What follows belongs to an exercise in optimizing a design on an open flow for small area, a short achievable clock period and few clock cycles per item; a production flow would make more cautious choices.
Function was checked by simulation only, so behaviour that the tests miss may differ from the original.
Power is estimated from default activity; no workload was simulated.

Setup of P:
==> flow/design.v (excerpt) <==
module cnm_top (
    input  logic               clk,
    input  logic               rst,
    input  logic               in_valid,
    input  logic signed [7:0]  rea,
    input  logic signed [7:0]  ima,
    input  logic signed [7:0]  req,
    input  logic signed [7:0]  imq,
    output logic               out_valid,
    output logic signed [15:0] rep,
    output logic signed [15:0] imp
);
    logic [7:0] rea_r, ima_r;
    logic rep_b1;
    logic rep_b2;
    logic rep_b3;
    logic rep_b4;
    logic rep_b5;
    logic rep_b6;
    logic rep_b7;
    logic rep_b8;
    logic rep_b9;
    logic rep_b10;
    logic rep_b11;
    logic rep_b12;
    logic rep_b13;
    logic rep_b14;
    logic rep_b15;
    logic rep_b16;
    logic rep_b17;
    logic rep_b18;
    logic rep_b19;
    logic rep_b20;
    logic rep_b21;
    logic rep_b22;
    logic rep_b23;
    logic rep_b24;
    logic rep_b25;
    logic rep_b26;
    logic rep_b27;
    logic rep_b28;
    logic rep_b29;
    logic rep_b30;
    logic rep_b31;
    logic rep_b32;
    logic rep_b33;
  ...
Size: ~150 flip-flops, about 68 I/O pins.
export LEC_CHECK = 0
export CAP_MARGIN = 20
export CORE_MARGIN = 2
export CORE_UTILIZATION = 40
export CTS_BUF_LIST = sky130_fd_sc_hd__clkbuf_4 sky130_fd_sc_hd__clkbuf_8
export SETUP_SLACK_MARGIN = 4.3
export SLEW_MARGIN = 20
export SYNTH_HIERARCHICAL = 1
create_clock -name core_clock -period 7.0 [get_ports {clk}]
standard.sh (not shown) runs the stock make flow with config.mk's settings and CLKGATE_MAP_FILE= SYNTH_SCRIPT=/design/flow/synth_recipe.tcl, a recipe that flattens the netlist after the stock synthesis.
==> flow/flow/run.sh <==
#!/bin/bash
# Own layout flow: the standard flow (standard synthesis, same steps and
# settings) with two changes:
#  - the port buffers are the small sky130 buf_1 cell instead of the delay
#    cell buffer_ports picks by default (every input and output port still
#    gets its own buffer; repair may resize them);
#  - clock tree synthesis adds no dummy loads.
set -euo pipefail
export BUFFER_PORTS_ARGS="-buffer_cell sky130_fd_sc_hd__buf_1"
export CTS_ARGS="-sink_clustering_enable -repair_clock_nets -dont_use_dummy_load -buf_list {sky130_fd_sc_hd__clkbuf_4 sky130_fd_sc_hd__clkbuf_8}"
bash standard.sh > flow_make.log 2>&1
Testbench counts of P, summed over its fixed seeds: cycles 16,024, items 16,000.
Input changes introduced in Q (baseline for comparison: P):
- changing SETUP_SLACK_MARGIN from 4.3 to 4.5
diff --git a/flow/flow/run.sh b/flow/flow/run.sh
--- a/flow/flow/run.sh
+++ b/flow/flow/run.sh
@@ -9,3 +9,3 @@
 export BUFFER_PORTS_ARGS="-buffer_cell sky130_fd_sc_hd__buf_1"
-export CTS_ARGS="-sink_clustering_enable -repair_clock_nets -dont_use_dummy_load -buf_list {sky130_fd_sc_hd__clkbuf_4 sky130_fd_sc_hd__clkbuf_8}"
+export CTS_ARGS="-sink_clustering_enable -repair_clock_nets -dont_use_dummy_load -buf_list {sky130_fd_sc_hd__clkbuf_4}"
 bash standard.sh > flow_make.log 2>&1
Notes after the runs:
Q completed every stage of the flow, and the final layout passed the timing, DRC and antenna checks.
Count of antenna diodes in the layout | Q above P
Q and P ended up with roughly the same total routing usage reported by global routing.
P has a lower area growth from synthesis to final layout than Q.
## Diff of input files: R against Q
diff --git a/flow/flow/run.sh b/flow/flow/run.sh
--- a/flow/flow/run.sh
+++ b/flow/flow/run.sh
@@ -9,3 +9,3 @@
 export BUFFER_PORTS_ARGS="-buffer_cell sky130_fd_sc_hd__buf_1"
-export CTS_ARGS="-sink_clustering_enable -repair_clock_nets -dont_use_dummy_load -buf_list {sky130_fd_sc_hd__clkbuf_4}"
+export CTS_ARGS="-sink_clustering_enable -repair_clock_nets -dont_use_dummy_load -buf_list {sky130_fd_sc_hd__clkbuf_4 sky130_fd_sc_hd__clkbuf_8 sky130_fd_sc_hd__clkbuf_16} -sink_clustering_size 30 -sink_clustering_max_diameter 100"
 bash standard.sh > flow_make.log 2>&1
Findings:
Fraction of area in clock buffers and inverters up 2.8 points in R wrt Q
Detailed-route wire length on metal 1 went up slightly going from Q to R.
Buffer levels on the longest clock path came out exactly the same in Q and R.
Summary of R over Q: layout-stage area growth over the synthesis result saw an increase, core utilization climbed 1.0 points.
Changes in S relative to R:
==> flow/flow/run.sh <==
#!/bin/bash
# Own layout flow: the standard flow (standard synthesis, same steps and
# settings) with these changes:
#  - after the floorplan step, combinational cells that synthesis mapped at a
#    larger drive strength are set back to drive strength 1 (downsize.tcl);
#    the standard repair steps that follow upsize where timing needs it;
#  - the port buffers are the small sky130 buf_1 cell instead of the delay
#    cell buffer_ports picks by default (every input and output port still
#    gets its own buffer; repair may resize them);
#  - clock tree synthesis adds no dummy loads.
set -euo pipefail
export BUFFER_PORTS_ARGS="-buffer_cell sky130_fd_sc_hd__buf_1"
export CTS_ARGS="-sink_clustering_enable -repair_clock_nets -dont_use_dummy_load -buf_list {sky130_fd_sc_hd__clkbuf_4 sky130_fd_sc_hd__clkbuf_8}"
bash standard.sh floorplan > flow_make_floorplan.log 2>&1
RESULTS=orfs/results/$FLOW_PLATFORM/cnm_top/base \
LIB=$FLOW_HOME/platforms/$FLOW_PLATFORM/lib/sky130_fd_sc_hd__tt_025C_1v80.lib \
  openroad -no_init -exit flow/downsize.tcl > downsize.log 2>&1
touch orfs/results/$FLOW_PLATFORM/cnm_top/base/2_floorplan.odb
bash standard.sh > flow_make.log 2>&1
==> flow/flow/downsize.tcl (new file) <==
# Set every logic cell and register of the synthesized, floorplanned design to
# its drive-strength-1 variant (same function, and the same cell type for
# registers). The flow's later repair steps upsize again where timing needs
# it. Clock, tap and other special cells are left alone.
set results $::env(RESULTS)
read_liberty $::env(LIB)
read_db $results/2_floorplan.odb
set n 0
foreach inst [get_cells *] {
  set ref [get_property $inst ref_name]
  if {![regexp {^(sky130_fd_sc_hd__([a-z0-9]+))_([0-9]+)$} $ref -> base fn drive]} continue
  if {$drive <= 1} continue
  if {[regexp {^(ed|sd|dl|clk|tap|fill|decap|conb|probe|lpflow|bufinv|dly)} $fn]} continue
  set lc [get_lib_cells -quiet ${base}_1]
  if {$lc eq ""} continue
  replace_cell $inst $lc
  incr n
}
puts "downsized $n cells"
write_db $results/2_floorplan.odb
- Row buffers inserted during post-CTS setup optimization: S higher / R lower
- R has higher register-to-register slack than S.
- Final critical-path share of the clock period: S vs R up 1.3 points
- S vs R, met1 routing resource usage after global routing went down by 0.27 points.
- As of S, switching component of the power had fallen slightly compared to R.
- Share of the final layout cell area in sequential cells was higher in S than in R.
- Comparing S and R, the higher total global-route track usage was measured on R.
- R closes out successfully: all stages finished, all timing, DRC and antenna checks passed.
- S went all the way through synthesis, placement and routing and the layout is clean on timing, DRC and antenna.
- Share of total power in the clock network: higher on R
- Taking R as the reference point, the worst setup slack of S falls by 0.089 ns.
- Taking R as the reference point, the total power consumption of the routed design of S falls by about 5%.

-- separate check: timing with driven ports --
Ports are ideal in the flow. The routed layouts listed here were re-timed in OpenROAD. Step 1 sets driving cells, clkbuf_16 on the clock port and buf_2 on the other inputs (assumed; they add their load-dependent delay and slew). Step 2 also shifts input and output timing later by t, the mid clock arrival at the registers, as if the neighbouring blocks saw the same clock. Slacks: ideal / step 1 / step 2; pairs: ideal / step 1.
run | shift t [ns] | setup slack, ns | clock arrival spread, ns | cell pins on the clock port's net
P | 0.488 | 4.412 / 4.412 / 4.412 | 0.021 / 0.022 | 1
Q | 0.575 | 4.591 / 4.556 / 4.591 | 0.030 / 0.030 | 1
R | 0.465 | 4.610 / 4.610 / 4.610 | 0.013 / 0.013 | 1
S | 0.481 | 4.521 / 4.521 / 4.521 | 0.030 / 0.030 | 1
After both steps setup and hold are still met in every run listed.
